What follows belongs to an exercise in optimizing a design on an open flow for small area, a short achievable clock period and few clock cycles per item; a production flow would make more cautious choices.
Only simulation tests tie the RTL to the original design; equivalence was not proved.

==> flow/design.v (excerpt) <==
module arctan #
	(
		parameter integer C_S00_AXIS_TDATA_WIDTH	= 32,
		parameter integer C_M00_AXIS_TDATA_WIDTH	= 32,
    parameter integer ITERATIONS = 16
	)
	(
		input wire  s00_axis_aclk, s00_axis_aresetn,
		input wire  s00_axis_tlast, s00_axis_tvalid,
		input wire [C_S00_AXIS_TDATA_WIDTH-1 : 0] s00_axis_tdata,
		input wire [(C_S00_AXIS_TDATA_WIDTH/8)-1: 0] s00_axis_tstrb,
		output logic  s00_axis_tready,
		input wire  m00_axis_aclk, m00_axis_aresetn,
		input wire  m00_axis_tready,
		output logic  m00_axis_tvalid, m00_axis_tlast,
		output logic [C_M00_AXIS_TDATA_WIDTH-1 : 0] m00_axis_tdata,
		output logic [(C_M00_AXIS_TDATA_WIDTH/8)-1: 0] m00_axis_tstrb
	);
Size: about 740 flip-flops, about 46000 um^2 of cells after synthesis.
Settings: LEC_CHECK=0, ABC_AREA=1, CAP_MARGIN=20, CORE_MARGIN=2, CORE_UTILIZATION=40, CTS_CLUSTER_DIAMETER=70, CTS_CLUSTER_SIZE=40, SETUP_SLACK_MARGIN=2.5, SLEW_MARGIN=20; clock period 5.0 ns.
run.sh (not shown) runs the stock make flow with config.mk's settings and CLKGATE_MAP_FILE= SYNTH_SCRIPT=/design/flow/synth_recipe.tcl, a recipe that flattens the netlist after the stock synthesis.
Testbench counts at the start, summed over its fixed seeds: cycles 16,128, items 16,000.
Change:
GPL_ROUTABILITY_DRIVEN = 0   (was unset)
=>
- hold slack gets worse by 0.029 ns
- global-route usage shrinks by 0.22 points
- worst setup slack gets worse by 0.060 ns
- routed wire length shrinks slightly
- synthesized cell count is unchanged
- non-clock buffer count shrinks by 13
Change:
GPL_ROUTABILITY_DRIVEN = unset   (was 0)
SETUP_SLACK_MARGIN = 2.4   (was 2.5)
Outcome: Worst setup slack degrades by 0.014 ns. Design area falls by 1.7%. Critical path depth rises by 1. Clock skew hardly moves. Synthesized area stays the same. Core utilization falls by 0.77 points. Routed wire length is about the same.

========
arctan, a different RTL version from the one above (not shown whole).
For scale: about 4500 cells after synthesis, roughly 82 I/O pins, about 0.045 mm^2 of cells after synthesis.
==> flow/config.mk <==
export PLATFORM = sky130hd
export DESIGN_NAME = arctan
export DESIGN_NICKNAME = arctan
export VERILOG_FILES = /design/flow/design.v
export SDC_FILE = /design/flow/constraint.sdc
export NUM_CORES = 4
export LEC_CHECK = 0
export ABC_AREA = 1
export CAP_MARGIN = 20
export CORE_MARGIN = 2
export CORE_UTILIZATION = 40
export SETUP_SLACK_MARGIN = 2.0
export SLEW_MARGIN = 20
==> flow/constraint.sdc <==
create_clock -name core_clock -period 5.0 [get_ports {s00_axis_aclk}]
set_input_delay 1.0000 -clock core_clock [delete_from_list [all_inputs] [get_ports {s00_axis_aclk}]]
set_output_delay 1.0000 -clock core_clock [all_outputs]
set_load 0.01 [all_outputs]
The baseline finished clean.
Testbench counts at the start, summed over its fixed seeds: cycles 16,128, items 16,000.
Change:
- SETUP_SLACK_MARGIN: 2.0 -> 2.3
Fmax rises by 8.5%; worst hold slack gets worse by 0.011 ns; design area rises by 1.5%; clock-buffer cell count rises by 11; global-route usage rises by 0.22 points; non-clock buffer count rises by 49; synthesized area stays the same.

========
arctan again, from the RTL that the note above started with.
==> flow/design.v (excerpt) <==
module arctan #
	(
		parameter integer C_S00_AXIS_TDATA_WIDTH	= 32,
		parameter integer C_M00_AXIS_TDATA_WIDTH	= 32,
    parameter integer ITERATIONS = 16
	)
	(
		input wire  s00_axis_aclk, s00_axis_aresetn,
		input wire  s00_axis_tlast, s00_axis_tvalid,
		input wire [C_S00_AXIS_TDATA_WIDTH-1 : 0] s00_axis_tdata,
		input wire [(C_S00_AXIS_TDATA_WIDTH/8)-1: 0] s00_axis_tstrb,
		output logic  s00_axis_tready,
		input wire  m00_axis_aclk, m00_axis_aresetn,
		input wire  m00_axis_tready,
		output logic  m00_axis_tvalid, m00_axis_tlast,
		output logic [C_M00_AXIS_TDATA_WIDTH-1 : 0] m00_axis_tdata,
		output logic [(C_M00_AXIS_TDATA_WIDTH/8)-1: 0] m00_axis_tstrb
	);
clock: 5.0 ns
lec_check: 0
abc_area: 1
cap_margin: 20
core_margin: 2
core_utilization: 40
setup_slack_margin: 2.6
slew_margin: 20
The baseline produced a clean layout.
Testbench counts at the start, summed over its fixed seeds: cycles 16,128, items 16,000.
Then changed:
--- a/flow/config.mk
+++ b/flow/config.mk
@@ -8 +7,0 @@
-export ABC_AREA = 1
@@ -12 +11,3 @@
-export SETUP_SLACK_MARGIN = 2.6
+export CTS_BUF_LIST = sky130_fd_sc_hd__clkbuf_4 sky130_fd_sc_hd__clkbuf_8
+export CTS_CLUSTER_SIZE = 40
+export SETUP_SLACK_MARGIN = 1.7
The changed run finished with timing, DRC and antenna clean.
Final area fell by 12%.
Global-route usage shrinks by 1.2 points.
Core utilization goes down by 5.9 points.

afterwards: timing with drivers on the ports:
No port has a modelled driver above. Below, the same layouts with a new extraction and two added sets of constraints.
Step 1 (the two cells are an assumption about what drives the block):
set clk [get_ports {s00_axis_aclk}]
set_driving_cell -lib_cell sky130_fd_sc_hd__clkbuf_16 $clk
set_driving_cell -lib_cell sky130_fd_sc_hd__buf_2 [delete_from_list [all_inputs] $clk]
Step 2 also shifts input and output timing later by t, the mid clock arrival at the registers, as if the neighbouring blocks saw the same clock.
Slacks: ideal ports / drivers / drivers and shift; pairs: ideal ports / drivers.
run | shift t [ns] | setup WS [ns] | worst setup path after step 2 | latest minus earliest clock arrival (ns)
the first run of note 1 | 0.758 | 2.554 / 2.511 / 1.971 | input to register | 0.062 / 0.063
the second run of note 1 | 0.751 | 2.494 / 2.494 / 1.994 | input to register | 0.056 / 0.056
the third run of note 1 | 0.746 | 2.480 / 2.431 / 1.931 | input to register | 0.055 / 0.054
the first run of note 2 | 0.704 | 2.042 / 2.021 / 1.510 | input to register | 0.028 / 0.028
the second run of note 2 | 0.710 | 2.274 / 2.274 / 1.846 | input to register | 0.054 / 0.054
the first run of note 3 | 0.717 | 2.192 / 2.192 / 2.028 | input to register | 0.032 / 0.032
the second run of note 3 | 0.855 | 1.729 / 1.729 / 1.295 | input to register | 0.053 / 0.053
After both steps setup and hold are still met in every run listed. For the first run of note 1, which loses most, drivers alone change the setup slack by -0.043 ns; drivers and shift together by -0.583 ns.
